Source: an optimization exercise on an open RTL-to-GDS flow (aim: small area). Production flows keep margins and buffers that such runs may drop.
The RTL was checked by simulation tests, not by an equivalence proof against the original design.
Power figures rest on the tool's default switching activity, not on a simulated workload.

===== flow/flow/run.sh =====
#!/bin/bash
# Layout flow: the standard ORFS flow (standard.sh), with three changes:
#  - synthesis runs synth.tcl here, which is synth_recipe.tcl with only ABC's
#    mapping call replaced (area scripts in abc/, the smallest result kept),
#    and without ORFS's adder extraction (ADDER_MAP_FILE empty);
#  - the input and output port buffers use sky130_fd_sc_hd__buf_1;
#  - clock tree synthesis uses clkbuf_4 and inserts no dummy loads.
# make's full output goes to flow_make.log in this folder; each ORFS step
# keeps its own log under orfs/logs/.
set -euo pipefail
here=$(cd "$(dirname "$0")" && pwd)
export MY_ABC_DIR="$here/abc"
export FLOW_SYNTH_TCL="$PWD/synth_recipe.tcl"
bash standard.sh finish "SYNTH_SCRIPT=$here/synth.tcl" "ADDER_MAP_FILE=" \
  "BUFFER_PORTS_ARGS=-buffer_cell sky130_fd_sc_hd__buf_1" \
  "CTS_ARGS=-sink_clustering_enable -repair_clock_nets -buf_list sky130_fd_sc_hd__clkbuf_4 -dont_use_dummy_load" \
  > flow_make.log 2>&1

===== flow/flow/abc/a0.abc =====
strash
dch -f
amap
topo

===== flow/flow/abc/a1.abc =====
strash
dch -f
amap -F 20 -A 40
topo

===== flow/flow/abc/b1.abc =====
strash
&get -n
&deepsyn -T 20 -S 1
&put
dch -f
amap
topo

===== flow/flow/abc/b2.abc =====
strash
&get -n
&deepsyn -T 20 -S 2
&put
dch -f
amap
topo

===== flow/flow/abc/b3.abc =====
strash
&get -n
&deepsyn -T 20 -S 3
&put
dch -f
amap
topo

===== flow/flow/abc/b4.abc =====
strash
&get -n
&deepsyn -T 20 -S 4
&put
dch -f
amap
topo

===== flow/flow/abc/c5.abc =====
strash
&get -n
&deepsyn -T 20 -S 5
&put
dch -f
amap -F 20 -A 40
topo

===== flow/flow/abc/c6.abc =====
strash
&get -n
&deepsyn -T 20 -S 6
&put
dch -f
amap -F 20 -A 40
topo

===== flow/flow/synth.tcl =====
# Synthesis: the standard synthesis script (synth_recipe.tcl, which runs
# ORFS's synth.tcl with -nofsm -noshare, then flattens and renames), with
# only ABC's technology-mapping call changed: the combinational logic is
# mapped for area with several deep-synthesis seeds, and the smallest
# result is kept. Registers are mapped before this call and are unchanged.
proc abc {args} {
  set i [lsearch -exact $args -script]
  set lib [lindex $args [expr { [lsearch -exact $args -liberty] + 1 }]]
  set best -1
  yosys design -save abc_in
  foreach script [lsort [glob $::env(MY_ABC_DIR)/*.abc]] {
    yosys design -load abc_in
    yosys abc {*}[lreplace $args $i [expr { $i + 1 }] -script $script]
    yosys tee -q -o $::env(RESULTS_DIR)/abc_try.txt stat -liberty $lib
    set f [open $::env(RESULTS_DIR)/abc_try.txt]
    set txt [read $f]
    close $f
    regexp {Chip area for module '[^']*': ([0-9.]+)} $txt -> area
    puts "abc script [file tail $script]: area $area"
    if { $best < 0 || $area < $best } {
      set best $area
      yosys design -save abc_best
    }
  }
  yosys design -load abc_best
  puts "abc: kept area $best"
}
source $::env(FLOW_SYNTH_TCL)

===== flow/standard.sh =====
#!/bin/bash
# synth_recipe.tcl (not shown) runs the flow's synth.tcl, then flattens the netlist and writes it again
# the make line also repeats each setting of config.mk as NAME=value (left out here)
make -C /OpenROAD-flow-scripts/flow DESIGN_CONFIG=/design/flow/config.mk WORK_HOME=/design/flow/orfs CLKGATE_MAP_FILE= SYNTH_SCRIPT=/design/flow/synth_recipe.tcl "${@:-finish}"

===== flow/config.mk =====
export PLATFORM = sky130hd
export DESIGN_NAME = top_level
export DESIGN_NICKNAME = top_level
export VERILOG_FILES = /design/flow/design.v
export SDC_FILE = /design/flow/constraint.sdc
export NUM_CORES = 4
export LEC_CHECK = 0
export ABC_AREA = 1
export ABC_CLOCK_PERIOD_IN_PS = 10000
export CAP_MARGIN = 20
export CORE_MARGIN = 2
export CORE_UTILIZATION = 55
export CTS_BUF_LIST = sky130_fd_sc_hd__clkbuf_4
export SLEW_MARGIN = 20

===== flow/constraint.sdc =====
create_clock -name core_clock -period 10.0 [get_ports {clk_100MHz}]
set_input_delay 2.0000 -clock core_clock [delete_from_list [all_inputs] [get_ports {clk_100MHz}]]
set_output_delay 2.0000 -clock core_clock [all_outputs]
set_load 0.01 [all_outputs]

===== flow/design.v =====
`timescale 1ns / 1ps
module aiso(clk, rst, rst_s);
   input  clk, rst;
	output rst_s;
   reg    qMeta, qOk;
   always @ (posedge clk or posedge rst)
      if (rst)	{qMeta, qOk} <= {1'b0, 1'b0};
         else	{qMeta, qOk} <= {1'b1, qMeta};
	assign rst_s = ~qOk;
endmodule
`timescale 1ns / 1ps
module vga(clk_100MHz, rst, hsync, vsync, hc, vc, h_cell, v_cell);
   input        clk_100MHz, rst;
   output       hsync, vsync;
   output [9:0] hc, vc;
   output       h_cell, v_cell;
   reg [1:0] count;
   reg [9:0] hc, vc;
   reg       hsync, vsync;
   function [9:0] inc10(input [9:0] x, input cin);
      integer i; reg c;
      begin
         c = cin;
         for (i = 0; i < 10; i = i + 1) begin
            inc10[i] = x[i] ^ c;
            c = c & x[i];
         end
      end
   endfunction
   wire tick = count[1] & ~count[0];    
   wire h_end = hc[9] & hc[8] & hc[4] & hc[3] & hc[2] & hc[1] & hc[0];    
   wire v_end = vc[9] & vc[3] & vc[2];                                    
   wire h_wrap = tick & h_end;
   wire v_wrap = h_wrap & v_end;
   wire [9:0] hc_inc = inc10(hc, tick);
   wire [9:0] vc_inc = inc10(vc, h_wrap);
   always @(posedge clk_100MHz) begin
      count <= rst ? 2'd0 : {count[0], ~count[1]};
      hc <= (rst | h_wrap) ? 10'd0 : hc_inc;
      vc <= (rst | v_wrap) ? 10'd0 : vc_inc;
   end
   wire h_sync = hc[9] & ~hc[8] & hc[7] & (hc[6] | hc[5] | hc[4]) &
                 ~(hc[6] & hc[5] & hc[4]);
   wire v_sync = ~vc[9] & vc[8] & vc[7] & vc[6] & vc[5] & ~vc[4] & vc[3] &
                 ~vc[2] & vc[1];
   always @(posedge clk_100MHz or posedge rst)
      if (rst) begin
         hsync <= 1'b0;
         vsync <= 1'b0;
      end else begin
         hsync <= ~h_sync;
         vsync <= ~v_sync;
      end
   assign h_cell = tick & hc[2] & hc[1] & hc[0];
   assign v_cell = h_wrap & vc[2] & vc[1] & vc[0];
endmodule
`timescale 1ns / 1ps
module vga_animate(clk, rst, sw, hc, vc, h_cell, v_cell, rgb);
   input         clk, rst;
   input  [1:0]  sw;
   input  [9:0]  hc, vc;
   input         h_cell, v_cell;
   output [11:0] rgb;
   reg [8:0] X;
   reg [7:0] Y;
   reg [6:0] P, W;
   reg       xfast, xneg, yneg;
   reg       mx, my;
   function [7:0] sub7(input [6:0] x, input [6:0] y);
      integer i; reg c;
      begin
         c = 1'b0;
         for (i = 0; i < 7; i = i + 1) begin
            sub7[i] = x[i] ^ y[i] ^ c;
            c = (~x[i] & y[i]) | (~(x[i] ^ y[i]) & c);
         end
         sub7[7] = c;
      end
   endfunction
   function [8:0] step9(input [8:0] x, input en, input down);
      integer i; reg c;
      begin
         c = en;
         for (i = 0; i < 9; i = i + 1) begin
            step9[i] = x[i] ^ c;
            c = c & (x[i] ^ down);
         end
      end
   endfunction
   function [7:0] step8(input [7:0] x, input en, input down);
      integer i; reg c;
      begin
         c = en;
         for (i = 0; i < 8; i = i + 1) begin
            step8[i] = x[i] ^ c;
            c = c & (x[i] ^ down);
         end
      end
   endfunction
   function [6:0] step7(input [6:0] x, input en, input down);
      integer i; reg c;
      begin
         c = en;
         for (i = 0; i < 7; i = i + 1) begin
            step7[i] = x[i] ^ c;
            c = c & (x[i] ^ down);
         end
      end
   endfunction
   function in18(input [7:0] d);
      in18 = ~d[7] & ~d[6] & ~d[5] & ~(d[4] & (d[3] | d[2] | d[1]));
   endfunction
   wire h_zero = ~|hc;
   wire refr = h_zero & vc[8] & vc[7] & vc[6] & vc[5] & ~vc[4] & ~vc[3] &
               ~vc[2] & ~vc[1] & vc[0];
   wire video = ~h_zero & (~hc[9] | (~hc[8] & (~hc[7] | ~|hc[6:0]))) &
                ~vc[9] & ~(vc[8] & vc[7] & vc[6] & vc[5]);
   wire gameover = X[8] & X[5] & X[4] & X[3] & X[2] & ~X[1] & ~X[0];
   wire ywrap = &Y;                    
   wire at_top = ~|Y[7:0];
   wire at_bottom = Y[7] & Y[6] & Y[5] & ~Y[4] & Y[3] & Y[2] &
                    (Y[1] | Y[0]);
   wire [6:0] qa = video ? vc[8:2] : Y[7:1];
   wire [6:0] qb = (video & ~hc[9]) ? W : P;
   wire [7:0] qo = sub7(qa, qb);
   wire in_q = in18(qo);
   wire [7:0] kw = sub7(Y[7:1], W);
   wire kw_ov = (kw[7] & (&kw[6:1]) & (kw[0] | Y[0])) | in18(kw);
   wire kp_ov = (qo[7] & (&qo[6:1]) & (qo[0] | Y[0])) | in_q;
   wire x_wall = ~X[8] & ~X[7] & ~X[6] & ~X[5] & ~X[4] & X[3] & X[2] & (X[1] ^ X[0]);  
   wire x_pad  = X[8] & ~X[7] & ~X[6] & X[5] & ~X[4] & X[3] & ~X[2] & (X[1] ^ X[0]);   
   wire hit_wall = ~ywrap & x_wall & kw_ov;
   wire hit_pad  = ~video & ~ywrap & x_pad & kp_ov;
   wire w_bot = W[6] & W[5] & ~W[4] & ~W[3] & W[2] & ~W[1] & W[0];        
   wire p_bot = P[6] & P[5] & ~P[4] & ~P[3] & P[2] & ~P[1] & P[0];
   wire w_down = refr & ~ywrap & ~kw[7] & (kw[6] | kw[5] | kw[4]) & ~w_bot;
   wire w_up   = refr & ~ywrap & (kw[7] | (~Y[0] & ~|kw[6:0])) & |W[6:1];
   wire p_down = refr & sw[1] & ~p_bot;
   wire p_up   = refr & sw[0] & |P[6:1];
   reg [8:0] x_nxt;
   reg       xc;
   integer   i;
   always @(*) begin
      x_nxt[0] = X[0] ^ (refr & ~xfast);
      xc = refr & (xfast | (X[0] ^ xneg));
      for (i = 1; i < 9; i = i + 1) begin
         x_nxt[i] = X[i] ^ xc;
         xc = xc & (X[i] ^ xneg);
      end
   end
   wire [7:0] y_nxt = step8(Y, refr, yneg);
   wire [6:0] p_nxt = step7(P, p_down | p_up, ~p_down);
   wire [6:0] w_nxt = step7(W, w_down | w_up, ~w_down);
   always @(posedge clk) begin
      X <= (rst | gameover) ? 9'd18 : x_nxt;
      Y <= (rst | gameover) ? 8'd0 : y_nxt;
      P <= rst ? 7'd0 : p_nxt;
      W <= rst ? 7'd0 : w_nxt;
   end
   always @(posedge clk)
      if (rst) begin
         xfast <= 1'b1;
         xneg <= 1'b0;
         yneg <= 1'b0;
      end else begin
         if (at_top) yneg <= 1'b0;
         else if (at_bottom) yneg <= 1'b1;
         else if (hit_wall) begin xfast <= 1'b0; xneg <= 1'b0; end
         else if (hit_pad) begin xfast <= 1'b0; xneg <= 1'b1; end
      end
   wire ex = ~|(hc[9:3] ^ X[8:2]);
   wire ey = ~|(vc[9:3] ^ {1'b0, Y[7:2]});
   always @(posedge clk) begin
      if (rst) mx <= 1'b0; else if (h_cell) mx <= ex;
      if (rst) my <= 1'b0; else if (v_cell) my <= ey;
   end
   wire ltx = (~hc[2] & X[1]) | (~(hc[2] ^ X[1]) & ((~hc[1] & X[0]) | (~(hc[1] ^ X[0]) & ~hc[0])));
   wire lty = (~vc[2] & Y[1]) | (~(vc[2] ^ Y[1]) & ~vc[1] & Y[0]);
   wire bx_on = ltx ? mx : ex;
   wire by_on = lty ? my : ey;
   wire ball = bx_on & by_on;
   wire h_lo = |hc[2:0] & (~hc[2] | ~|hc[1:0]);
   wire paddle = hc[9] & ~hc[8] & ~hc[7] & hc[6] & ~hc[5] & hc[4] & hc[3] & h_lo & in_q;
   wire wall = ~hc[9] & ~hc[8] & ~hc[7] & ~hc[6] & hc[5] & ~hc[4] & ~hc[3] & h_lo & in_q;
   assign rgb = ~video ? 12'h000 :
                ball   ? 12'h888 :
                paddle ? 12'h093 :
                wall   ? 12'hF8C : 12'hF77;
endmodule
`timescale 1ns / 1ps
module top_level(clk_100MHz, rst, sw, hsync, vsync, rgb);
   input         clk_100MHz, rst;
   input  [1:0]  sw;
   output        hsync, vsync;
   output [11:0] rgb;
   wire          rst_s, h_cell, v_cell;
   wire   [9:0]  hc, vc;
   aiso AISO(.clk(clk_100MHz), .rst(rst), .rst_s(rst_s));
   vga VGA(.clk_100MHz(clk_100MHz), .rst(rst_s), .hsync(hsync),
           .vsync(vsync), .hc(hc), .vc(vc), .h_cell(h_cell), .v_cell(v_cell));
   vga_animate PX_ANIMATE(.clk(clk_100MHz), .rst(rst_s), .sw(sw),
                          .hc(hc), .vc(vc), .h_cell(h_cell),
                          .v_cell(v_cell), .rgb(rgb));
endmodule

==> run notes, run 1 <==
- Outcome: no timing/DRC/antenna violations
- CP endpoint kind: primary output
- Reg-to-Reg Start: VGA.hc[9]
- Post-Synth Simple-Gate Area: 0.257
- Worst-Margin Slew: 0.849 ns
- H-tree levels: 3
- Final Net Count: between 500 and 600
- Number of synthesized flops with an enable pin: 0
- Count leader, synth: nor2_1
- Asr flop ratio synth: 0.0645
- Final setup vio count: 0
- Die X: around 84 um
- 1st-pass router iterations: 5
- XOR/XNOR share of the synthesized area: 0
- Post-synthesis cell type count: 32
- PD cells: 108 nW/um2
- PortBufs: 17
- Site row count: 29
- Slew Limit Headroom: 0.428
- Pre-CTS WS: around 2.3 ns
- Syn Inst Count: 504
- Setup CP Type: reg -> out
- CP Data Required Time: about 8.0 ns
- Biggest area consumer among synthesized cells: dfxtp_1
- Filler Cell Count: ~630
- Largest family of logic cells by synthesized area: compound AO/OA/AOI/OAI gates
- CP max stage delay: between 0.6 and 0.7 ns
- P_leak: 1.20 nW
- Hold Crit Class: reg -> async
- Startpoint Class: register
- R2R Setup Slk: around 4 ns
- Antenna-violating nets left: 0
- Placeable Area: approximately 6300 um2
- Initial DRC count: 328
- Sequential area share after synthesis: 0.358
- Post-CTS sizing: 0
- CP Max Fanout: 12
- Combinational Power Share: 0.074
- Die H: ~84 um
- Worst Hold Slack: 0.152 ns
- ANT cells: 0
- Final WL: ~9.3 mm
- Worst reg-to-reg path cell count: 28
- Mapped Nets: a little over 500
- Pin count of the biggest net entering global routing: 22
- Share of power burned in the clock network: 0.306
- Detailed Place HPWL: 7.13 mm
- Fin. Hold Viols: 0
- Most frequent cells after synthesis: 107 x nor2_1, 71 x clkinv_1, 58 x dfxtp_1, 35 x nand2_1, 32 x o21ai_0
- Crit share post-route: 0.833
- Final min period: between 8 and 9 ns
- Fin Setup TNS: 0 ns
- Vias in the first global route: 3249
- Flop pwr share: 0.621
- Max VDD drop: approximately 0.000068 V
- GRT Residual Overflow: 0
- All-Layer GR Usage: 0.271
- DRC violations left: 0
- Clock buffer depth: 2
- Ports: 18
- Initial antenna violation count: 0
- Number of max-cap violations: 0
- RSZ-0062 raised after global routing: no
- Gpl congestion: 0.926
- Syn. warnings: 3
- CTS tree: done
- Crit-path slowest cell: a31oi_1
- Syn_area_per_cell: 6.99 um2
- DR vias/cell: between 6 and 7
- Worst Setup Slack, final: roughly 1.7 ns
- Synth Area in Compound Gates: 0.295
- Worst skew pair latency: between 0.4 and 0.5 ns
- Critical Path AT: 6.33 ns
- Cts bufs inserted: 9
- Clk pin slew, worst setup/hold paths: roughly 0.10 ns
- Switching power share of the total: 0.254
- DP Area: ~3600 um2
- Setup bufs post-CTS: 0
- Die Area: 7060 um2
- Synth Register Bits: slightly above 60
- Clock Skews: around 0.022 ns
- Post-synthesis adder-cell area fraction: 0
- Area delta synth->final: 5.40%
- Post-route cell area: 3710 um2
- Cell internal pwr: 0.299 mW
- CTS Sinks: 62
- Ratio of cells with drive above 1 in the final layout: 0.0190
- CTS Hold Buffers Added: 0
- Starting density of the core: 0.561
- Yosys top cell area share: 0.330
- Design Power: approximately 0.40 mW
- Post-synth top flop: dfxtp_1
- Drt wl/cell: around 16 um
- Switch Pwr: between 0.1 and 0.15 mW
- Highest attainable clock frequency: 120 MHz
- Via count: ~3700
- First-pass GRT wire length: around 15 mm
- Post-synthesis mux area share: 0
- Syn Std Cell Area: approximately 3500 um2
- CP dominant cell by count: nand2_1
- Root Driver: clkbuf_4
- RR Endpoint: PX_ANIMATE.xneg
- Main area contributors after synthesis: dfxtp_1 33%, nor2_1 11%, clkinv_1 7.6%
- Final Max Slew Viols: 0
cells in the final DEF (no fill, tap or decap), drive strengths merged, types with 2 or more instances in the layout:
master / count
nor3: 25
nor2b: 7
a211oi: 22
buf: 18
nand2: 35
nor2: 107
nand3: 5
a21oi: 27
nor4: 7
a221oi: 12
dfxtp: 58
o21ai: 32
a222oi: 2
or3: 3
o31ai: 2
a22oi: 8
dfrtp: 4
o221ai: 13
a2111oi: 3
a31oi: 4
clkbuf: 9
o21a: 6
clkinv: 71
or2: 3
and3: 2
o22ai: 23
nand4: 11
how the worst max path moves through the flow:
stage               slack, ns       from  cells past startpoint     end
floorplan                3.37  VGA.hc[9]                     28  rgb[1]
global placement         2.67  VGA.hc[9]                     29  rgb[7]
detailed placement       2.26  VGA.hc[9]                     29  rgb[7]
CTS                      1.82  VGA.hc[9]                     29  rgb[7]
global route             1.07  VGA.hc[6]                     29  rgb[7]
finish                   1.67  VGA.hc[9]                     29  rgb[7]
layer usage:
metal  wire length, um  up-vias  global-route usage
met4               206        0              0.0938
li1                  -     1883                   -
met3               658       22              0.0574
met1              4540     1656               0.391
met5                 0        -                   0
met2              3940      146               0.401
power by group through the flow:
stage                     clock network [mW]  registers (mW)  logic (mW)
after CTS                              0.124           0.249      0.0293
after global routing                   0.134           0.250      0.0327
after global placement                     0           0.255      0.0286
after floorplan                            0           0.255      0.0237
final                                  0.123           0.249      0.0296
after detailed placement                   0           0.255      0.0292
per-stage QoR:
stage / std cells / util
2_1_floorplan: 504 / -
3_3_place_gp: 593 / 0.581
3_5_place_dp: 593 / 0.581
4_1_cts: 602 / 0.592
5_1_grt: 602 / 0.592
6_report: 602 / 0.592
final cells by class:
class,count,area [um2],area share
timing repair buffer,18,71.3,0.0192
inverter,71,267,0.0718
tap,77,96.3,0.0259
multi-input combinational,365,1950,0.525
sequential,62,1260,0.340
clock buffer,9,67.6,0.0182
kinds of logic after synthesis:
group | Yosys count
simple gates | 207
compound gates | 157
buf+inv | 77
flops | 62
other cells | 1
sequential cells by signal, summed over array words and instances, names as in the netlist:
signal,cells
PX_ANIMATE.yneg,1
AISO.qMeta,1
PX_ANIMATE.my,1
PX_ANIMATE.Y,8
VGA.count,2
VGA.vsync,1
VGA.vc,10
PX_ANIMATE.P,7
PX_ANIMATE.xneg,1
PX_ANIMATE.mx,1
PX_ANIMATE.X,9
AISO.qOk,1
VGA.hsync,1
PX_ANIMATE.xfast,1
PX_ANIMATE.W,7
VGA.hc,10
worst max-delay path: cells and delay by family (launching register included):
kind	cells	cell delay, ns
and+or+nand+nor	18	2.63
DFF	1	0.43
AOI/OAI and AO/OA	7	1.69
buffers and inverters	4	1.16
==> inputs of run 2 (changes only) <==
--- a/flow/design.v
+++ b/flow/design.v
@@ -126,5 +126,5 @@
    wire in_q = in18(qo);
    wire [7:0] kw = sub7(Y[7:1], W);
-   wire kw_ov = (kw[7] & (&kw[6:1]) & (kw[0] | Y[0])) | in18(kw);
+   wire kw_ov = (kw[7] & (&kw[6:1]) & (kw[0] | Y[0])) | (~kw[7] & ~(kw[4] & kw[1]));
    wire kp_ov = (qo[7] & (&qo[6:1]) & (qo[0] | Y[0])) | in_q;
    wire x_wall = ~X[8] & ~X[7] & ~X[6] & ~X[5] & ~X[4] & X[3] & X[2] & (X[1] ^ X[0]);  
@@ -134,5 +134,5 @@
    wire w_bot = W[6] & W[5] & ~W[4] & ~W[3] & W[2] & ~W[1] & W[0];        
    wire p_bot = P[6] & P[5] & ~P[4] & ~P[3] & P[2] & ~P[1] & P[0];
-   wire w_down = refr & ~ywrap & ~kw[7] & (kw[6] | kw[5] | kw[4]) & ~w_bot;
+   wire w_down = refr & ~ywrap & ~kw[7] & kw[4] & ~w_bot;
    wire w_up   = refr & ~ywrap & (kw[7] | (~Y[0] & ~|kw[6:0])) & |W[6:1];
    wire p_down = refr & sw[1] & ~p_bot;
removed: flow/flow/abc/b1.abc
removed: flow/flow/abc/b2.abc
removed: flow/flow/abc/b3.abc
removed: flow/flow/abc/b4.abc
removed: flow/flow/abc/c5.abc
removed: flow/flow/abc/c6.abc
==> run 2 against run 1 <==
Compared with the run above: still clean; sequential power barely moved; final cell count increased by 1.0%; die area rose by 1.5%; final area up 2.1%; flip-flop and latch count stayed put; routed wire length increased by 5.3%; via count rose by 1.6%.
==> run notes, run 2 <==
- Outcome: no timing/DRC/antenna violations (unchanged)
- Final min period: 7.06 ns (was 8.33 ns)
- Critical Path AT: 5.06 ns (was 6.33 ns)
- Starting density of the core: 0.567 (was 0.561)
- Worst skew pair latency: 0.42 ns (about the same)
- Syn. warnings: 3 (unchanged)
- Combinational Power Share: 0.085 (was 0.074)
- Final WL: 9.84 mm (was 9.35 mm)
- CP Capture Point: rgb[3] (was rgb[7])
- Count leader, synth: nor2_1 (unchanged)
- Syn Std Cell Area: 3580 um2 (was 3520 um2)
- CP endpoint kind: primary output (unchanged)
- Multi-input logic area: 1990 um2 (was 1950 um2)
- Area delta synth->final: 5.94% (was 5.40%)
- Flop pwr share: 0.610 (was 0.621)
- CTS tree: done (unchanged)
- Yosys top cell area share: 0.324 (was 0.330)
- DR vias/cell: 6.20 (was 6.16)
- Most frequent cells in the layout: 105 x nor2_1, 75 x clkinv_1, 58 x dfxtp_1, 48 x a21oi_1, 38 x o22ai_1 (was 107 x nor2_1, 71 x clkinv_1, 58 x dfxtp_1, 35 x nand2_1, 32 x o21ai_0)
- PortBufs: 17 (unchanged)
- Pin count of the biggest net entering global routing: 21 (was 22)
- Leading registers by flop count: VGA.hc (10), VGA.vc (10), PX_ANIMATE.X (9) (unchanged)
- DRC violations left: 0 (unchanged)
- Clk pin slew, worst setup/hold paths: 0.12 ns (was 0.10 ns)
- PD cells: 108 nW/um2 (about the same)
- Most frequent cells after synthesis: 105 x nor2_1, 75 x clkinv_1, 58 x dfxtp_1, 48 x a21oi_1, 38 x o22ai_1 (was 107 x nor2_1, 71 x clkinv_1, 58 x dfxtp_1, 35 x nand2_1, 32 x o21ai_0)
- Fin Setup TNS: 0 ns (unchanged)
- Clock buffer depth: 2 (unchanged)
- Die H: 84.7 um (was 84.0 um)
- Root Driver: clkbuf_4 (unchanged)
- GRT Residual Overflow: 0 (unchanged)
- Clock Skews: 0.0326 ns (was 0.0222 ns)
- Mapped Nets: 511 (was 508)
- ANT cells: 0 (unchanged)
- Worst-Margin Slew: 0.666 ns (was 0.849 ns)
- Crit share post-route: 0.706 (was 0.833)
- R2R Setup Slk: 4.71 ns (was 3.96 ns)
- CTS Hold Buffers Added: 0 (unchanged)
- Post-synthesis cell type count: 37 (was 32)
- Drt wl/cell: 16.2 um (was 15.5 um)
- Cell internal pwr: 0.301 mW (was 0.299 mW)
- DP Area: 3720 um2 (was 3650 um2)
- Vias in the first global route: 3325 (was 3249)
- Site row count: 29 (unchanged)
- Biggest area consumer among synthesized cells: dfxtp_1 (unchanged)
- First-pass GRT wire length: 15.8 mm (was 15.5 mm)
- H-tree levels: 3 (unchanged)
- Final Max Slew Viols: 0 (unchanged)
- Final setup vio count: 0 (unchanged)
- Filler Cell Count: 595 (was 634)
- Ratio of cells with drive above 1 in the final layout: 0.0245 (was 0.0190)
- Number of synthesized flops with an enable pin: 0 (unchanged)
- Worst reg-to-reg path cell count: 26 (was 28)
- Number of max-cap violations: 0 (unchanged)
- Detailed Place HPWL: 7.39 mm (was 7.13 mm)
- Placeable Area: 6310 um2 (was 6280 um2)
- Ports: 18 (unchanged)
- Crit. Startpoint: VGA.hc[6] (was VGA.hc[9])
- Hold Crit Class: reg -> async (unchanged)
- Syn_area_per_cell: 7.06 um2 (was 6.99 um2)
- Post-CTS sizing: 0 (unchanged)
- Post-synth top flop: dfxtp_1 (unchanged)
- Die X: 84.7 um (was 84.0 um)
- Via count: 3768 (was 3707)
- P_leak: 1.28 nW (was 1.20 nW)
- Max VDD drop: 0.0000825 V (was 0.0000678 V)
- Highest attainable clock frequency: 142 MHz (was 120 MHz)
- Die Area: 7170 um2 (was 7060 um2)
- CP Max Fanout: 15 (was 12)
- All-Layer GR Usage: 0.278 (was 0.271)
- Fin. Hold Viols: 0 (unchanged)
- CTS Sinks: 62 (unchanged)
- Most common cell after layout, fill and taps aside: nor2_1 (unchanged)
- Startpoint Class: register (unchanged)
- Seq. cell area: 1260 um2 (unchanged)
- 1st-pass router iterations: 5 (unchanged)
- Slew Limit Headroom: 0.554 (was 0.428)
- Gpl congestion: 0.922 (was 0.926)
- Cts bufs inserted: 9 (unchanged)
- RR Endpoint: PX_ANIMATE.xneg (unchanged)
- Main area contributors after synthesis: dfxtp_1 32%, nor2_1 11%, clkinv_1 7.9% (was dfxtp_1 33%, nor2_1 11%, clkinv_1 7.6%)
- Setup CP Type: reg -> out (unchanged)
- Syn Inst Count: 507 (was 504)
- CP Data Required Time: 8.00 ns (about the same)
- Asr flop ratio synth: 0.0645 (unchanged)
- Initial DRC count: 328 (unchanged)
- Setup bufs post-CTS: 0 (unchanged)
- Switch Pwr: 0.108 mW (was 0.102 mW)
- Final Net Count: 537 (was 531)
- Reg-to-Reg Start: VGA.hc[6] (was VGA.hc[9])
- Sequential area share after synthesis: 0.352 (was 0.358)
- Share of power burned in the clock network: 0.305 (was 0.306)
- RSZ-0062 raised after global routing: no (unchanged)
- Post-route cell area: 3790 um2 (was 3710 um2)
- Synth Register Bits: 62 (unchanged)
- Switching power share of the total: 0.264 (was 0.254)
- Antenna-violating nets left: 0 (unchanged)
- Initial antenna violation count: 0 (unchanged)
[run 2: changes by cell type in the layout (fill, tap and decap cells not counted), sizes merged, moves of 6 or more]
cell,before,now
a21oi,27,48
nand2,35,15
nand3,5,13
nor2b,7,1
o21ai,32,20
o22ai,23,38
[run 2: stage by stage]
stage               std cells  hold WS, ns  power, mW   util  setup WS [ns]
global placement          599        0.164      0.288  0.590           3.64
finish                    608        0.174      0.409  0.601           2.94
floorplan                 507       0.0778      0.282      -           3.67
CTS                       608        0.176      0.411  0.601           2.97
detailed placement        599        0.165      0.289  0.590           3.45
global route              608        0.210      0.423  0.601           2.46
[run 2: cell type report]
class	count	area share
multi-input combinational	364	0.525
tap	77	0.0254
inverter	75	0.0742
clock buffer	9	0.0178
timing repair buffer	21	0.0247
sequential	62	0.333
[run 2: layer usage]
metal,share of wire,GRT usage,up-vias
li1,-,-,1933
met1,0.44,0.353,1664
met2,0.47,0.458,137
met3,0.056,0.0639,34
met4,0.036,0.108,0
met5,0,0,-
[run 2: cells by family (layout without fill, tap and decap cells)]
group | after synthesis | in the layout | synth area share
compound gates | 173 | 173 | 0.316
simple gates | 190 | 190 | 0.239
buf+inv | 81 | 105 | 0.0912
other cells | 1 | 1 | 0.00105
flops | 62 | 62 | 0.352
[run 2: power groups by stage]
stage	clock (mW)	combinational, mW	sequential [mW]
floorplan	0	0.0278	0.255
global placement	0	0.0332	0.255
detailed placement	0	0.0340	0.255
CTS	0.127	0.0343	0.249
global route	0.135	0.0383	0.250
finish	0.125	0.0346	0.249
[run 2: worst min-delay path by stage]
stage                   from  cells past startpoint   endpoint  slack, ns
floorplan           AISO.qOk                      0  VGA.hsync       0.08
global placement    AISO.qOk                      0  VGA.vsync       0.16
detailed placement  AISO.qOk                      0  VGA.vsync       0.16
CTS                 AISO.qOk                      0  VGA.vsync       0.18
global route        AISO.qOk                      0  VGA.vsync       0.21
finish              AISO.qOk                      0  VGA.vsync       0.17
[run 2: critical path, cell delays in order, from the launching register on]
cell and delay (ns):
dfxtp_1 0.36, nor3_1 0.29, nand4_1 0.18, a21oi_1 0.19, o2111ai_1 0.11, buf_4 0.21, nor2_1 0.39, clkinv_1 0.29
o22ai_1 0.25, a21oi_1 0.12, a21o_1 0.22, a21o_1 0.16, nand2_1 0.06, o21ai_0 0.13, a21oi_1 0.20, nor2_1 0.08
nor2_1 0.16, nor2_1 0.07, a21oi_1 0.17, nand3_1 0.15, nor4_1 0.54, nor2_1 0.08, nor2_1 0.10, buf_1 0.16
==> inputs of run 3 (changes only) <==
--- a/flow/flow/run.sh
+++ b/flow/flow/run.sh
@@ -14,4 +14,4 @@
 bash standard.sh finish "SYNTH_SCRIPT=$here/synth.tcl" "ADDER_MAP_FILE=" \
   "BUFFER_PORTS_ARGS=-buffer_cell sky130_fd_sc_hd__buf_1" \
-  "CTS_ARGS=-sink_clustering_enable -repair_clock_nets -buf_list sky130_fd_sc_hd__clkbuf_4 -dont_use_dummy_load" \
+  "CTS_ARGS=-repair_clock_nets -buf_list sky130_fd_sc_hd__clkbuf_4 -dont_use_dummy_load" \
   > flow_make.log 2>&1
==> run 3 against run 2 <==
Compared with the run above: still clean; non-clock buffer count stayed put; flip-flop and latch count stayed put; final cell count is the same; count of clock-buffer cells in the layout is the same; total power unchanged; die area unchanged; core utilization unchanged; worst setup slack is the same; sequential share of layout area did not move; synthesized cell count unchanged; critical endpoint unchanged.
==> run notes, run 3 <==
- Final Max Slew Viols: 0 (unchanged)
- Synth Register Bits: 62 (unchanged)
- Syn_area_per_cell: 7.06 um2 (unchanged)
- All-Layer GR Usage: 0.278 (unchanged)
- CTS Sinks: 62 (unchanged)
- Critical Path AT: 5.06 ns (about the same)
- Site row count: 29 (unchanged)
- CP dominant cell by count: nor2_1 (unchanged)
- Final setup vio count: 0 (unchanged)
- Ratio of cells with drive above 1 in the final layout: 0.0245 (unchanged)
- H-tree levels: 3 (unchanged)
- Worst-Margin Slew: 0.666 ns (unchanged)
- Clock buffer depth: 2 (unchanged)
- Final min period: 7.06 ns (unchanged)
- Asr flop ratio synth: 0.0645 (unchanged)
- Max VDD drop: 0.0000825 V (unchanged)
- Syn. warnings: 3 (unchanged)
- Post-synthesis cell type count: 37 (unchanged)
- Cells along the critical path: nor3_1, nand4_1, a21oi_1, o2111ai_1, buf_4, nor2_1, clkinv_1, o22ai_1, a21oi_1, a21o_1, a21o_1, nand2_1, o21ai_0, a21oi_1, nor2_1, nor2_1, nor2_1, a21oi_1, nand3_1, nor4_1, nor2_1, nor2_1, buf_1 (unchanged)
- Main area contributors after synthesis: dfxtp_1 32%, nor2_1 11%, clkinv_1 7.9% (unchanged)
- CTS tree: done (unchanged)
- Mapped Nets: 511 (unchanged)
- Fin Setup TNS: 0 ns (unchanged)
- GRT Residual Overflow: 0 (unchanged)
- Number of max-cap violations: 0 (unchanged)
- Ports: 18 (unchanged)
- Biggest area consumer among synthesized cells: dfxtp_1 (unchanged)
- Cell count along the critical path: 23 (unchanged)
- Root Driver: clkbuf_4 (unchanged)
- Crit-path slowest cell: nor4_1 (unchanged)
- DRC violations left: 0 (unchanged)
- Yosys top cell area share: 0.324 (unchanged)
- Worst skew pair latency: 0.42 ns (about the same)
- PortBufs: 17 (unchanged)
- Post-route cell area: 3790 um2 (unchanged)
- Sequential area share after synthesis: 0.352 (unchanged)
- Clock Skews: 0.0326 ns (unchanged)
- DR vias/cell: 6.20 (unchanged)
- Placeable Area: 6310 um2 (unchanged)
- Via count: 3768 (unchanged)
- PD cells: 108 nW/um2 (unchanged)
- Gpl congestion: 0.922 (unchanged)
- Fin util: 0.601 (unchanged)
- Highest attainable clock frequency: 142 MHz (unchanged)
- Setup CP Type: reg -> out (unchanged)
- First-pass GRT wire length: 15.8 mm (unchanged)
- Outcome: no timing/DRC/antenna violations (unchanged)
- ANT cells: 0 (unchanged)
- Design Power: 0.409 mW (unchanged)
- CP Max Fanout: 15 (unchanged)
- Detailed Place HPWL: 7.39 mm (unchanged)
- Most frequent cells after synthesis: 105 x nor2_1, 75 x clkinv_1, 58 x dfxtp_1, 48 x a21oi_1, 38 x o22ai_1 (unchanged)
- Post-synth top flop: dfxtp_1 (unchanged)
- Most frequent cells in the layout: 105 x nor2_1, 75 x clkinv_1, 58 x dfxtp_1, 48 x a21oi_1, 38 x o22ai_1 (unchanged)
- Initial antenna violation count: 0 (unchanged)
- Cts bufs inserted: 9 (unchanged)
- Final WL: 9.84 mm (unchanged)
- Antenna-violating nets left: 0 (unchanged)
- CP Data Required Time: 8.00 ns (about the same)
- Syn Inst Count: 507 (unchanged)
- Post-CTS sizing: 0 (unchanged)
- P_leak: 1.28 nW (unchanged)
- Starting density of the core: 0.567 (unchanged)
- Die Area: 7170 um2 (unchanged)
- Final Net Count: 537 (unchanged)
- Worst reg-to-reg path cell count: 26 (unchanged)
- Die X: 84.7 um (unchanged)
- Area delta synth->final: 5.94% (unchanged)
- DP Area: 3720 um2 (unchanged)
- Die H: 84.7 um (unchanged)
- Hold Crit Class: reg -> async (unchanged)
- Startpoint Class: register (unchanged)
- Fin. Hold Viols: 0 (unchanged)
- CP max stage delay: 0.54 ns (about the same)
- Number of synthesized flops with an enable pin: 0 (unchanged)
- Pin count of the biggest net entering global routing: 21 (unchanged)
- Filler Cell Count: 595 (unchanged)
- 1st-pass router iterations: 5 (unchanged)
- Clk pin slew, worst setup/hold paths: 0.12 ns (about the same)
- Initial DRC count: 328 (unchanged)
- Drt wl/cell: 16.2 um (unchanged)
- Count leader, synth: nor2_1 (unchanged)
- Crit share post-route: 0.706 (unchanged)
- CP endpoint kind: primary output (unchanged)
- Syn Std Cell Area: 3580 um2 (unchanged)
- Setup bufs post-CTS: 0 (unchanged)
- Leading registers by flop count: VGA.hc (10), VGA.vc (10), PX_ANIMATE.X (9) (unchanged)
- Slew Limit Headroom: 0.554 (unchanged)
- Worst path bufs/invs: 3 (unchanged)
- RSZ-0062 raised after global routing: no (unchanged)
- CTS Hold Buffers Added: 0 (unchanged)
- Vias in the first global route: 3325 (unchanged)
- Top Family by Delay on Critical Path: simple AND/OR/NAND/NOR gates (unchanged)
- Most common cell after layout, fill and taps aside: nor2_1 (unchanged)
[run 3: cell counts after synthesis]
Identical to the previous run, type by type.
[run 3: area by class of cell]
class | instances | area [um2] | area share
Multi-Input combinational cell | 364 | 1990 | 0.525
Sequential cell | 62 | 1260 | 0.333
Inverter | 75 | 282 | 0.0742
Tap cell | 77 | 96.3 | 0.0254
Timing Repair Buffer | 21 | 93.8 | 0.0247
Clock buffer | 9 | 67.6 | 0.0178
[run 3: power breakdown]
part	total, mW	leakage [nW]	switching [mW]	internal [mW]
clock network	0.125	0.0414	0.0829	0.0418
registers	0.249	0.509	0.00130	0.248
logic	0.0346	0.727	0.0238	0.0108
[run 3: cells by family after synthesis]
group,count (synthesis),share of synthesized area
other,1,0.00105
AO/OA/AOI/OAI,173,0.316
buffers and inverters,81,0.0912
flip-flops,62,0.352
AND/OR/NAND/NOR,190,0.239
[run 3: path summary, 6_finish.rpt]
path | end | slack [ns] | from
setup / recovery | rgb[3] | 2.94 | VGA.hc[6]
hold / removal | VGA.vsync | 0.17 | AISO.qOk
setup reg to reg | PX_ANIMATE.xneg | 4.71 | VGA.hc[6]
hold reg to reg | VGA.vsync | 0.17 | AISO.qOk
max in group asynchronous | AISO.qOk | 8.55 | rst
min in group core_clock | AISO.qOk | 0.37 | AISO.qMeta
[run 3: worst reg2reg max path, stage by stage, from the launching register on]
cell and delay [ns]:
dfxtp_1 0.36, nor3_1 0.29, nand4_1 0.18, a21oi_1 0.19
o2111ai_1 0.11, buf_4 0.21, nor2_1 0.39, clkinv_1 0.29
o22ai_1 0.25, nor2_1 0.09, a21oi_1 0.20, a21o_1 0.19
a21o_1 0.13, nand2_1 0.05, o21ai_0 0.13, a21oi_1 0.13
nor2_1 0.16, nor2_1 0.08, nor2_1 0.11, a21oi_1 0.06
nor4_1 0.19, nand3_1 0.12, a2111oi_0 0.60, nor2_1 0.11
nor3b_1 0.37, o21ai_0 0.12, a21oi_1 0.13
[run 3: stage by stage]
step                cells  setup WS, ns  hold WS [ns]
floorplan             507          3.67        0.0778
global placement      599          3.64         0.164
detailed placement    599          3.45         0.165
CTS                   608          2.97         0.176
global route          608          2.46         0.210
finish                608          2.94         0.174
[run 3: layer usage]
metal / vias to the layer above / wire length, um / global-route usage
met5: - / 0 / 0
met4: 0 / 352 / 0.108
met3: 34 / 552 / 0.0639
met2: 137 / 4620 / 0.458
met1: 1664 / 4320 / 0.353
li1: 1933 / - / -
==> inputs of run 4 (changes only) <==
--- a/flow/flow/run.sh
+++ b/flow/flow/run.sh
@@ -14,4 +14,4 @@
 bash standard.sh finish "SYNTH_SCRIPT=$here/synth.tcl" "ADDER_MAP_FILE=" \
   "BUFFER_PORTS_ARGS=-buffer_cell sky130_fd_sc_hd__buf_1" \
-  "CTS_ARGS=-repair_clock_nets -buf_list sky130_fd_sc_hd__clkbuf_4 -dont_use_dummy_load" \
+  "CTS_ARGS=-sink_clustering_enable -repair_clock_nets -buf_list sky130_fd_sc_hd__clkbuf_4 -dont_use_dummy_load -sink_clustering_size 15 -sink_clustering_max_diameter 200" \
   > flow_make.log 2>&1
==> run 4 against run 3 <==
Compared with the run above: still clean on timing, DRC and antenna; via count did not move; sequential power barely moved; clock skew unchanged; count of clock-buffer cells in the layout unchanged; synthesized area stayed put; critical path type unchanged; highest routed layer unchanged.
==> run notes, run 4 <==
- Outcome: no timing/DRC/antenna violations (unchanged)
- Most frequent cells after synthesis: 105 x nor2_1, 75 x clkinv_1, 58 x dfxtp_1, 48 x a21oi_1, 38 x o22ai_1 (unchanged)
- Fin. Hold Viols: 0 (unchanged)
- Area delta synth->final: 5.94% (unchanged)
- Die H: 84.7 um (unchanged)
- Top Family by Delay on Critical Path: simple AND/OR/NAND/NOR gates (unchanged)
- Starting density of the core: 0.567 (unchanged)
- Sequential area share after synthesis: 0.352 (unchanged)
- Metal3 WL: 552 um (unchanged)
- Final WL: 9.84 mm (unchanged)
- Final min period: 7.06 ns (unchanged)
- Vias in the first global route: 3325 (unchanged)
- Drt wl/cell: 16.2 um (unchanged)
- Root Driver: clkbuf_4 (unchanged)
- Fin Setup TNS: 0 ns (unchanged)
- Yosys top cell area share: 0.324 (unchanged)
- PD cells: 108 nW/um2 (unchanged)
- Main area contributors after synthesis: dfxtp_1 32%, nor2_1 11%, clkinv_1 7.9% (unchanged)
- Via count: 3768 (unchanged)
- Antenna-violating nets left: 0 (unchanged)
- Syn. warnings: 3 (unchanged)
- Detailed Place HPWL: 7.39 mm (unchanged)
- DP Area: 3720 um2 (unchanged)
- CP Data Required Time: 8.00 ns (about the same)
- RSZ-0062 raised after global routing: no (unchanged)
- Synth Register Bits: 62 (unchanged)
- Leading registers by flop count: VGA.hc (10), VGA.vc (10), PX_ANIMATE.X (9) (unchanged)
- Worst path bufs/invs: 3 (unchanged)
- Post-route cell area: 3790 um2 (unchanged)
- Post-CTS sizing: 0 (unchanged)
- Final setup vio count: 0 (unchanged)
- Site row count: 29 (unchanged)
- CP Max Fanout: 15 (unchanged)
- First-pass GRT wire length: 15.8 mm (unchanged)
- GRT Residual Overflow: 0 (unchanged)
- Final Max Slew Viols: 0 (unchanged)
- Pin count of the biggest net entering global routing: 21 (unchanged)
- Syn_area_per_cell: 7.06 um2 (unchanged)
- Placeable Area: 6310 um2 (unchanged)
- Met2 wire len: 4.62 mm (unchanged)
- Worst-Margin Slew: 0.666 ns (unchanged)
- CP max stage delay: 0.54 ns (about the same)
- Clk pin slew, worst setup/hold paths: 0.12 ns (about the same)
- Fin util: 0.601 (unchanged)
- CP dominant cell by count: nor2_1 (unchanged)
- Most common cell after layout, fill and taps aside: nor2_1 (unchanged)
- Filler Cell Count: 595 (unchanged)
- All-Layer GR Usage: 0.278 (unchanged)
- Ports: 18 (unchanged)
- Cells along the critical path: nor3_1, nand4_1, a21oi_1, o2111ai_1, buf_4, nor2_1, clkinv_1, o22ai_1, a21oi_1, a21o_1, a21o_1, nand2_1, o21ai_0, a21oi_1, nor2_1, nor2_1, nor2_1, a21oi_1, nand3_1, nor4_1, nor2_1, nor2_1, buf_1 (unchanged)
- PortBufs: 17 (unchanged)
- Most frequent cells in the layout: 105 x nor2_1, 75 x clkinv_1, 58 x dfxtp_1, 48 x a21oi_1, 38 x o22ai_1 (unchanged)
- Initial DRC count: 328 (unchanged)
- Setup CP Type: reg -> out (unchanged)
- Mapped Nets: 511 (unchanged)
- Clock buffer depth: 2 (unchanged)
- Slew Limit Headroom: 0.554 (unchanged)
- CTS tree: done (unchanged)
- Initial antenna violation count: 0 (unchanged)
- Final Net Count: 537 (unchanged)
- Worst Hold Slack: 0.174 ns (unchanged)
- DRC violations left: 0 (unchanged)
- Number of synthesized flops with an enable pin: 0 (unchanged)
- DR vias/cell: 6.20 (unchanged)
- Number of max-cap violations: 0 (unchanged)
- Ratio of cells with drive above 1 in the final layout: 0.0245 (unchanged)
- Worst skew pair latency: 0.42 ns (about the same)
- Crit share post-route: 0.706 (unchanged)
- Syn Inst Count: 507 (unchanged)
- Hold Crit Class: reg -> async (unchanged)
- Biggest area consumer among synthesized cells: dfxtp_1 (unchanged)
- Cts bufs inserted: 9 (unchanged)
- M1 WL: 4.32 mm (unchanged)
- Die X: 84.7 um (unchanged)
- Max layer used: met4 (unchanged)
- Post-synth top flop: dfxtp_1 (unchanged)
- Max VDD drop: 0.0000825 V (unchanged)
- Die Area: 7170 um2 (unchanged)
- Post-synthesis cell type count: 37 (unchanged)
- Syn Std Cell Area: 3580 um2 (unchanged)
- Setup bufs post-CTS: 0 (unchanged)
- CTS Sinks: 62 (unchanged)
- CP endpoint kind: primary output (unchanged)
- Clock Skews: 0.0326 ns (unchanged)
- ANT cells: 0 (unchanged)
- Count leader, synth: nor2_1 (unchanged)
- Crit-path slowest cell: nor4_1 (unchanged)
- Highest attainable clock frequency: 142 MHz (unchanged)
- Startpoint Class: register (unchanged)
- H-tree levels: 3 (unchanged)
- CTS Hold Buffers Added: 0 (unchanged)
- Gpl congestion: 0.922 (unchanged)
- P_leak: 1.28 nW (unchanged)
- Asr flop ratio synth: 0.0645 (unchanged)
- Critical Path AT: 5.06 ns (about the same)
- 1st-pass router iterations: 5 (unchanged)
-- run 4: cell counts in the layout (fill, tap and decap cells not counted) --
No cell type changed its count.
-- run 4: final timing paths --
check	startpoint	to	slack, ns	depth (start not counted)
setup reg to reg	VGA.hc[6]	PX_ANIMATE.xneg	4.71	26
hold / removal	AISO.qOk	VGA.vsync	0.17	0
setup / recovery	VGA.hc[6]	rgb[3]	2.94	23
max in group asynchronous	rst	AISO.qOk	8.55	2
min in group core_clock	AISO.qMeta	AISO.qOk	0.37	0
hold reg to reg	AISO.qOk	VGA.vsync	0.17	0
-- run 4: through the flow --
step | power, mW | std cells | setup slack, ns
finish | 0.409 | 608 | 2.94
global route | 0.423 | 608 | 2.46
CTS | 0.411 | 608 | 2.97
detailed placement | 0.289 | 599 | 3.45
global placement | 0.288 | 599 | 3.64
floorplan | 0.282 | 507 | 3.67
-- run 4: metal layers --
| metal | track usage | vias up |
|---|---|---|
| met4 | 0.108 | 0 |
| met2 | 0.458 | 137 |
| li1 | - | 1933 |
| met3 | 0.0639 | 34 |
| met5 | 0 | - |
| met1 | 0.353 | 1664 |
-- run 4: kinds of logic (layout without fill, tap and decap cells) --
group / count (synthesis) / after routing / share of synthesized area
AND/OR/NAND/NOR: 190 / 190 / 0.239
flip-flops: 62 / 62 / 0.352
AO/OA/AOI/OAI: 173 / 173 / 0.316
buffers and inverters: 81 / 105 / 0.0912
other: 1 / 1 / 0.00105
-- run 4: final cells by class --
cell class | count | area [um2] | share of cell area
Sequential cell | 62 | 1260 | 0.333
Multi-Input combinational cell | 364 | 1990 | 0.525
Inverter | 75 | 282 | 0.0742
Clock buffer | 9 | 67.6 | 0.0178
Tap cell | 77 | 96.3 | 0.0254
Timing Repair Buffer | 21 | 93.8 | 0.0247
-- run 4: power by group --
group / internal [mW] / switching [mW]
clock: 0.0418 / 0.0829
sequential: 0.248 / 0.00130
combinational: 0.0108 / 0.0238
==> inputs of run 5 (changes only) <==
--- a/flow/flow/run.sh
+++ b/flow/flow/run.sh
@@ -14,4 +14,4 @@
 bash standard.sh finish "SYNTH_SCRIPT=$here/synth.tcl" "ADDER_MAP_FILE=" \
   "BUFFER_PORTS_ARGS=-buffer_cell sky130_fd_sc_hd__buf_1" \
-  "CTS_ARGS=-sink_clustering_enable -repair_clock_nets -buf_list sky130_fd_sc_hd__clkbuf_4 -dont_use_dummy_load -sink_clustering_size 15 -sink_clustering_max_diameter 200" \
+  "CTS_ARGS=-sink_clustering_enable -repair_clock_nets -buf_list sky130_fd_sc_hd__clkbuf_4 -dont_use_dummy_load -sink_clustering_size 30 -sink_buffer_max_cap_derate 2.0" \
   > flow_make.log 2>&1
==> run 5 against run 4 <==
Compared with the run above: the flow now stops in 4_1_cts; synthesized cell count did not move; synthesized area did not move.
==> run notes, run 5 <==
- Outcome: stopped before the end (was no timing/DRC/antenna violations)
- Stage reached: 4_1_cts
- Err: [ERROR CTS-0109] sink_buffer_max_cap_derate needs to be between 0 and 1.0.
- Syn_area_per_cell: 7.06 um2 (unchanged)
- Ports: 18 (unchanged)
- Syn Std Cell Area: 3580 um2 (unchanged)
- Die H: 84.7 um (unchanged)
- Die X: 84.7 um (unchanged)
- Sequential area share after synthesis: 0.352 (unchanged)
- Main area contributors after synthesis: dfxtp_1 32%, nor2_1 11%, clkinv_1 7.9% (unchanged)
- Gpl congestion: 0.922 (unchanged)
- Most frequent cells after synthesis: 105 x nor2_1, 75 x clkinv_1, 58 x dfxtp_1, 48 x a21oi_1, 38 x o22ai_1 (unchanged)
- DP Area: 3720 um2 (unchanged)
- Detailed Place HPWL: 7.39 mm (unchanged)
- Site row count: 29 (unchanged)
- Synth Register Bits: 62 (unchanged)
- Post-synthesis cell type count: 37 (unchanged)
- Starting density of the core: 0.567 (unchanged)
- Post-synth top flop: dfxtp_1 (unchanged)
- Asr flop ratio synth: 0.0645 (unchanged)
- Post-Place Cells: 599 (unchanged)
- PortBufs: 17 (unchanged)
- Syn. warnings: 3 (unchanged)
- Syn Inst Count: 507 (unchanged)
- Yosys top cell area share: 0.324 (unchanged)
- Count leader, synth: nor2_1 (unchanged)
- Mapped Nets: 511 (unchanged)
- Biggest area consumer among synthesized cells: dfxtp_1 (unchanged)
- Number of synthesized flops with an enable pin: 0 (unchanged)
[run 5: cell counts after synthesis]
No cell type changed its count.
[run 5: worst max-delay path by stage]
stage | from | endpoint | slack, ns
2_1_floorplan | VGA.hc[6] | rgb[6] | 3.67
3_3_place_gp | VGA.hc[6] | rgb[3] | 3.64
3_5_place_dp | VGA.hc[6] | rgb[3] | 3.45
[run 5: power groups by stage]
stage	logic [mW]	registers [mW]	clock network [mW]
2_1_floorplan	0.0278	0.255	0
3_3_place_gp	0.0332	0.255	0
3_5_place_dp	0.0340	0.255	0
[run 5: kinds of logic after synthesis]
family                 count (synthesis)  synth area share
AND/OR/NAND/NOR                      190             0.239
AO/OA/AOI/OAI                        173             0.316
buffers and inverters                 81            0.0912
flip-flops                            62             0.352
other                                  1           0.00105
[run 5: stage by stage]
| stage | total power, mW | hold slack (ns) | worst slack (ns) |
|---|---|---|---|
| after floorplan | 0.282 | 0.0778 | 3.67 |
| after global placement | 0.288 | 0.164 | 3.64 |
| after detailed placement | 0.289 | 0.165 | 3.45 |
==> inputs of run 6 (changes only) <==
--- a/flow/flow/run.sh
+++ b/flow/flow/run.sh
@@ -14,4 +14,4 @@
 bash standard.sh finish "SYNTH_SCRIPT=$here/synth.tcl" "ADDER_MAP_FILE=" \
   "BUFFER_PORTS_ARGS=-buffer_cell sky130_fd_sc_hd__buf_1" \
-  "CTS_ARGS=-sink_clustering_enable -repair_clock_nets -buf_list sky130_fd_sc_hd__clkbuf_4 -dont_use_dummy_load -sink_clustering_size 30 -sink_buffer_max_cap_derate 2.0" \
+  "CTS_ARGS=-sink_clustering_enable -repair_clock_nets -buf_list sky130_fd_sc_hd__clkbuf_8 -dont_use_dummy_load -sink_clustering_size 32 -sink_buffer_max_cap_derate 2.0" \
   > flow_make.log 2>&1
==> run 6 against run 5 <==
Compared with the run above: the run again fails in 4_1_cts; synthesized area did not move; synthesized cell count unchanged.
==> run notes, run 6 <==
- Syn. warnings: 3 (unchanged)
- Outcome: stopped before the end (unchanged)
- Main area contributors after synthesis: dfxtp_1 32%, nor2_1 11%, clkinv_1 7.9% (unchanged)
- Site row count: 29 (unchanged)
- Post-synth top flop: dfxtp_1 (unchanged)
- Count leader, synth: nor2_1 (unchanged)
- Die X: 84.7 um (unchanged)
- Die H: 84.7 um (unchanged)
- Post-Synth Simple-Gate Area: 0.239 (unchanged)
- PortBufs: 17 (unchanged)
- Syn Std Cell Area: 3580 um2 (unchanged)
- Syn Inst Count: 507 (unchanged)
- Mapped Nets: 511 (unchanged)
- Stage reached: 4_1_cts (unchanged)
- Largest family of logic cells by synthesized area: compound AO/OA/AOI/OAI gates (unchanged)
- Most frequent cells after synthesis: 105 x nor2_1, 75 x clkinv_1, 58 x dfxtp_1, 48 x a21oi_1, 38 x o22ai_1 (unchanged)
- XOR/XNOR share of the synthesized area: 0 (unchanged)
- Number of synthesized flops with an enable pin: 0 (unchanged)
- Gpl congestion: 0.922 (unchanged)
- Synth Register Bits: 62 (unchanged)
- Starting density of the core: 0.567 (unchanged)
- DP Area: 3720 um2 (unchanged)
- Yosys top cell area share: 0.324 (unchanged)
- Asr flop ratio synth: 0.0645 (unchanged)
- Pre-CTS WS: 3.45 ns (unchanged)
- Post-synthesis mux area share: 0 (unchanged)
- Err: [ERROR CTS-0109] sink_buffer_max_cap_derate needs to be between 0 and 1.0. (unchanged)
- Post-synthesis cell type count: 37 (unchanged)
- Sequential area share after synthesis: 0.352 (unchanged)
- Ports: 18 (unchanged)
- Synth Area in Compound Gates: 0.316 (unchanged)
- Detailed Place HPWL: 7.39 mm (unchanged)
- Post-synthesis adder-cell area fraction: 0 (unchanged)
- Syn_area_per_cell: 7.06 um2 (unchanged)
- Biggest area consumer among synthesized cells: dfxtp_1 (unchanged)
==> run 6: worst max-delay path by stage <==
stage / startpoint / end / slack (ns)
after detailed placement: VGA.hc[6] / rgb[3] / 3.45
after global placement: VGA.hc[6] / rgb[3] / 3.64
after floorplan: VGA.hc[6] / rgb[6] / 3.67
==> run 6: per-stage QoR <==
step | instances | hold WS, ns | power [mW] | utilization
detailed placement | 599 | 0.165 | 0.289 | 0.590
floorplan | 507 | 0.0778 | 0.282 | -
global placement | 599 | 0.164 | 0.288 | 0.590
==> run 6: kinds of logic after synthesis <==
kind of cell / count (synthesis)
AOI/OAI and AO/OA: 173
buffers and inverters: 81
DFF: 62
other: 1
and+or+nand+nor: 190
==> run 6: power by group through the flow <==
stage	clock, mW	combinational (mW)	sequential, mW
global placement	0	0.0332	0.255
floorplan	0	0.0278	0.255
detailed placement	0	0.0340	0.255
==> inputs of run 7 (changes only) <==
--- a/flow/flow/run.sh
+++ b/flow/flow/run.sh
@@ -14,4 +14,4 @@
 bash standard.sh finish "SYNTH_SCRIPT=$here/synth.tcl" "ADDER_MAP_FILE=" \
   "BUFFER_PORTS_ARGS=-buffer_cell sky130_fd_sc_hd__buf_1" \
-  "CTS_ARGS=-sink_clustering_enable -repair_clock_nets -buf_list sky130_fd_sc_hd__clkbuf_8 -dont_use_dummy_load -sink_clustering_size 32 -sink_buffer_max_cap_derate 2.0" \
+  "CTS_ARGS=-sink_clustering_enable -repair_clock_nets -buf_list sky130_fd_sc_hd__clkbuf_4 -dont_use_dummy_load -sink_clustering_size 30 -sink_buffer_max_cap_derate 1.0" \
   > flow_make.log 2>&1
==> run 7 against run 6 <==
Compared with the run above: now clean on timing, DRC and antenna; synthesized area unchanged; synthesized cell count unchanged.
==> run notes, run 7 <==
- Sequential area share after synthesis: 0.352 (unchanged)
- Antenna-violating nets left: 0
- DR vias/cell: 6.20
- Leading registers by flop count: VGA.hc (10), VGA.vc (10), PX_ANIMATE.X (9)
- Number of max-cap violations: 0
- Count leader, synth: nor2_1 (unchanged)
- CTS Sinks: between 60 and 70
- P_leak: around 1.3 nW
- Die Area: 7170 um2
- Initial DRC count: ~330
- Top Family by Delay on Critical Path: simple AND/OR/NAND/NOR gates
- Final Max Slew Viols: 0
- Most common cell after layout, fill and taps aside: nor2_1
- Startpoint Class: register
- Ratio of cells with drive above 1 in the final layout: 0.0245
- Worst path bufs/invs: 3
- Final Net Count: around 540
- Fin. Hold Viols: 0
- Gpl congestion: 0.922 (unchanged)
- Root Driver: clkbuf_4
- Final setup vio count: 0
- Via count: roughly 3800
- RSZ-0062 raised after global routing: no
- R2R Setup Slk: about 4.7 ns
- Setup bufs post-CTS: 0
- Syn Inst Count: 507 (unchanged)
- GRT Residual Overflow: 0
- Post-Place Cells: 599 (unchanged)
- Most frequent cells after synthesis: 105 x nor2_1, 75 x clkinv_1, 58 x dfxtp_1, 48 x a21oi_1, 38 x o22ai_1 (unchanged)
- Hold Crit Class: reg -> async
- Final min period: roughly 7.1 ns
- Outcome: no timing/DRC/antenna violations (was stopped before the end)
- DRC violations left: 0
- Site row count: 29 (unchanged)
- Vias in the first global route: 3325
- First-pass GRT wire length: roughly 16 mm
- Filler Cell Count: ~600
- CP dominant cell by count: nor2_1
- Post-synthesis cell type count: 37 (unchanged)
- ANT cells: 0
- Highest attainable clock frequency: around 140 MHz
- Post-synth top flop: dfxtp_1 (unchanged)
- 1st-pass router iterations: 5
- Placeable Area: approximately 6300 um2
- Max VDD drop: 0.0000825 V
- H-tree levels: 3
- Asr flop ratio synth: 0.0645 (unchanged)
- Ports: 18 (unchanged)
- Final WL: a little under 10 mm
- Biggest area consumer among synthesized cells: dfxtp_1 (unchanged)
- Syn Std Cell Area: 3580 um2 (unchanged)
- CP Data Required Time: about 8.0 ns
- Clock buffer depth: 2
- Most frequent cells in the layout: 105 x nor2_1, 75 x clkinv_1, 58 x dfxtp_1, 48 x a21oi_1, 38 x o22ai_1
- Syn. warnings: 3 (unchanged)
- Synth Register Bits: 62 (unchanged)
- Crit-path slowest cell: nor4_1
- PortBufs: 17 (unchanged)
- Clk pin slew, worst setup/hold paths: around 0.12 ns
- Cts bufs inserted: 9
- CP Max Fanout: 15
- Crit share post-route: 0.706
- Slew Limit Headroom: 0.554
- Area delta synth->final: 5.94%
- Final Non-Filler Cells: about 610
- Worst-Margin Slew: 0.666 ns
- CTS tree: done
- Starting density of the core: 0.567 (unchanged)
- Pin count of the biggest net entering global routing: 21
- CP endpoint kind: primary output
- Clock Skews: 0.0326 ns
- CTS Hold Buffers Added: 0
- Mapped Nets: 511 (unchanged)
- Fin Setup TNS: 0 ns
- Die X: 84.7 um (unchanged)
- Detailed Place HPWL: 7.39 mm (unchanged)
- Drt wl/cell: approximately 16 um
- Yosys top cell area share: 0.324 (unchanged)
- Cells along the critical path: nor3_1, nand4_1, a21oi_1, o2111ai_1, buf_4, nor2_1, clkinv_1, o22ai_1, a21oi_1, a21o_1, a21o_1, nand2_1, o21ai_0, a21oi_1, nor2_1, nor2_1, nor2_1, a21oi_1, nand3_1, nor4_1, nor2_1, nor2_1, buf_1
- Post-CTS sizing: 0
- Setup CP Type: reg -> out
- Number of synthesized flops with an enable pin: 0 (unchanged)
- Syn_area_per_cell: 7.06 um2 (unchanged)
- Die H: 84.7 um (unchanged)
- PD cells: between 100 and 150 nW/um2
- Main area contributors after synthesis: dfxtp_1 32%, nor2_1 11%, clkinv_1 7.9% (unchanged)
- All-Layer GR Usage: 0.278
- Worst skew pair latency: ~0.42 ns
- CP max stage delay: roughly 0.54 ns
- Initial antenna violation count: 0
- Critical Path AT: approximately 5 ns
[run 7: cell counts after synthesis]
No cell type changed its count.
[run 7: path summary, 6_finish.rpt]
kind	start	end	depth (start not counted)
worst max-delay path	VGA.hc[6]	rgb[3]	23
worst max register to register	VGA.hc[6]	PX_ANIMATE.xneg	26
max in group asynchronous	rst	AISO.qOk	2
worst min-delay path	AISO.qOk	VGA.vsync	0
min in group core_clock	AISO.qMeta	AISO.qOk	0
worst min register to register	AISO.qOk	VGA.vsync	0
[run 7: cell families after synthesis]
group / share of synthesized area
AND/OR/NAND/NOR: 0.239
AO/OA/AOI/OAI: 0.316
flip-flops: 0.352
buffers and inverters: 0.0912
other: 0.00105
[run 7: per-stage QoR]
| stage | power (mW) | cell area (um2) | utilization | setup slack [ns] | hold slack, ns |
|---|---|---|---|---|---|
| finish | 0.409 | 3790 | 0.601 | 2.94 | 0.174 |
| global route | 0.423 | 3790 | 0.601 | 2.46 | 0.210 |
| CTS | 0.411 | 3790 | 0.601 | 2.97 | 0.176 |
| detailed placement | 0.289 | 3720 | 0.590 | 3.45 | 0.165 |
| global placement | 0.288 | 3720 | 0.590 | 3.64 | 0.164 |
| floorplan | 0.282 | 3580 | - | 3.67 | 0.0778 |
[run 7: layout make-up]
type                            instances  area [um2]  share of cell area
Multi-Input combinational cell        364        1990               0.525
Sequential cell                        62        1260               0.333
Inverter                               75         282              0.0742
Tap cell                               77        96.3              0.0254
Clock buffer                            9        67.6              0.0178
Timing Repair Buffer                   21        93.8              0.0247
[run 7: power by group]
part / total [mW] / leakage, nW / internal, mW / switching [mW]
Sequential: 0.249 / 0.509 / 0.248 / 0.00130
Combinational: 0.0346 / 0.727 / 0.0108 / 0.0238
Clock: 0.125 / 0.0414 / 0.0418 / 0.0829
[run 7: metal layers]
metal	track usage	vias to the layer above	wire (um)
met5	0	-	0
met3	0.0639	34	552
met2	0.458	137	4620
met4	0.108	0	352
met1	0.353	1664	4320
li1	-	1933	-
==> inputs of run 8 (changes only) <==
--- a/flow/flow/run.sh
+++ b/flow/flow/run.sh
@@ -14,4 +14,4 @@
 bash standard.sh finish "SYNTH_SCRIPT=$here/synth.tcl" "ADDER_MAP_FILE=" \
   "BUFFER_PORTS_ARGS=-buffer_cell sky130_fd_sc_hd__buf_1" \
-  "CTS_ARGS=-sink_clustering_enable -repair_clock_nets -buf_list sky130_fd_sc_hd__clkbuf_4 -dont_use_dummy_load -sink_clustering_size 30 -sink_buffer_max_cap_derate 1.0" \
+  "CTS_ARGS=-sink_clustering_enable -repair_clock_nets -buf_list sky130_fd_sc_hd__clkbuf_8 -dont_use_dummy_load -sink_clustering_size 32 -sink_buffer_max_cap_derate 1.0" \
   > flow_make.log 2>&1
==> run 8 against run 7 <==
Compared with the run above: still clean on timing, DRC and antenna; synthesized area did not move; maximum frequency up 0.66%; non-clock buffer count unchanged; flip-flop and latch count did not move; die area stayed put.
==> run notes, run 8 <==
- Outcome: no timing/DRC/antenna violations (unchanged)
- Clk pin slew, worst setup/hold paths: 0.08 ns (was 0.12 ns)
- Most frequent cells in the layout: 105 x nor2_1, 75 x clkinv_1, 58 x dfxtp_1, 48 x a21oi_1, 38 x o22ai_1 (unchanged)
- XOR/XNOR share of the synthesized area: 0 (unchanged)
- Sequential area share after synthesis: 0.352 (unchanged)
- Area delta synth->final: 7.51% (was 5.94%)
- Critical Path AT: 5.01 ns (was 5.06 ns)
- DR vias/cell: 6.19 (was 6.20)
- Worst reg-to-reg path cell count: 26 (unchanged)
- Synth Register Bits: 62 (unchanged)
- P_leak: 1.30 nW (was 1.28 nW)
- Clock buffer depth: 2 (unchanged)
- Number of synthesized flops with an enable pin: 0 (unchanged)
- Number of max-cap violations: 0 (unchanged)
- Most frequent cells after synthesis: 105 x nor2_1, 75 x clkinv_1, 58 x dfxtp_1, 48 x a21oi_1, 38 x o22ai_1 (unchanged)
- Largest family of logic cells by synthesized area: compound AO/OA/AOI/OAI gates (unchanged)
- Crit-path slowest cell: nor2_1 (was nor4_1)
- Drt wl/cell: 16.3 um (was 16.2 um)
- Placeable Area: 6310 um2 (unchanged)
- CP dominant cell by count: nor2_1 (unchanged)
- All-Layer GR Usage: 0.279 (was 0.278)
- Final Net Count: 537 (unchanged)
- Worst skew pair latency: 0.35 ns (was 0.42 ns)
- Post-synthesis adder-cell area fraction: 0 (unchanged)
- CTS tree: done (unchanged)
- Fin util: 0.610 (was 0.601)
- Fin Setup TNS: 0 ns (unchanged)
- Multi-input logic area: 1990 um2 (unchanged)
- Syn Inst Count: 507 (unchanged)
- RR Endpoint: PX_ANIMATE.xneg (unchanged)
- Post-synth top flop: dfxtp_1 (unchanged)
- CP Data Required Time: 8.00 ns (about the same)
- CTS Hold Buffers Added: 0 (unchanged)
- H-tree levels: 3 (unchanged)
- Setup CP Type: reg -> out (unchanged)
- Startpoint Class: register (unchanged)
- Final WL: 9.90 mm (was 9.84 mm)
- Slew Limit Headroom: 0.555 (was 0.554)
- Initial DRC count: 288 (was 328)
- Biggest area consumer among synthesized cells: dfxtp_1 (unchanged)
- R2R Setup Slk: 4.63 ns (was 4.71 ns)
- PortBufs: 17 (unchanged)
- CP endpoint kind: primary output (unchanged)
- Max VDD drop: 0.000104 V (was 0.0000825 V)
- Final Max Slew Viols: 0 (unchanged)
- Most common cell after layout, fill and taps aside: nor2_1 (unchanged)
- Main area contributors after synthesis: dfxtp_1 32%, nor2_1 11%, clkinv_1 7.9% (unchanged)
- Die H: 84.7 um (unchanged)
- Post-synthesis cell type count: 37 (unchanged)
-- run 8: logic make-up (layout without fill, tap and decap cells) --
kind of cell,Yosys count,count (layout)
and+or+nand+nor,190,190
AOI/OAI and AO/OA,173,173
buffers and inverters,81,105
other,1,1
DFF,62,62
-- run 8: critical path: cells and delay by family, from the launching register on --
family                 cells  cell delay (ns)
and+or+nand+nor           12             2.10
AOI/OAI and AO/OA          9             1.55
buffers and inverters      3             0.65
DFF                        1             0.35
-- run 8: per-stage QoR --
stage | area [um2] | power (mW) | worst slack, ns | hold WS [ns] | std cells
global placement | 3720 | 0.288 | 3.64 | 0.164 | 599
floorplan | 3580 | 0.282 | 3.67 | 0.0778 | 507
detailed placement | 3720 | 0.289 | 3.45 | 0.165 | 599
finish | 3850 | 0.453 | 2.99 | 0.169 | 608
global route | 3850 | 0.467 | 2.56 | 0.200 | 608
CTS | 3850 | 0.455 | 3.06 | 0.172 | 608
-- run 8: report_power, final --
part / internal, mW / total, mW / switching, mW / leakage (nW)
clock network: 0.0801 / 0.169 / 0.0892 / 0.0647
logic: 0.0108 / 0.0345 / 0.0236 / 0.727
registers: 0.248 / 0.250 / 0.00130 / 0.509
-- run 8: final cells by class --
type / instances / share of cell area
clock buffers: 9 / 0.0322
multi-input cells: 364 / 0.518
repair buffers: 21 / 0.0244
well taps: 77 / 0.0250
flip-flops and latches: 62 / 0.328
inverters: 75 / 0.0731
-- run 8: layer usage --
layer,GRT usage,part of all wire,routed length [um],up-vias
li1,-,-,-,1928
met1,0.356,0.44,4370,1680
met2,0.471,0.48,4780,134
met3,0.0442,0.055,540,19
met4,0.113,0.020,200,0
met5,0,0,0,-
-- run 8: how the worst max path moves through the flow --
stage	start	end	slack [ns]
after floorplan	VGA.hc[6]	rgb[6]	3.67
after global placement	VGA.hc[6]	rgb[3]	3.64
after detailed placement	VGA.hc[6]	rgb[3]	3.45
after CTS	VGA.hc[6]	rgb[3]	3.06
after global routing	VGA.hc[8]	rgb[3]	2.56
final	VGA.hc[6]	rgb[7]	2.99

Check on run 8: ideal ports give 2.988 ns setup slack; a clkbuf_16 on the clock port and buf_2 on the inputs give 2.956 ns; moving port delays by the midpoint clock arrival (0.372 ns) as well gives 3.328 ns.
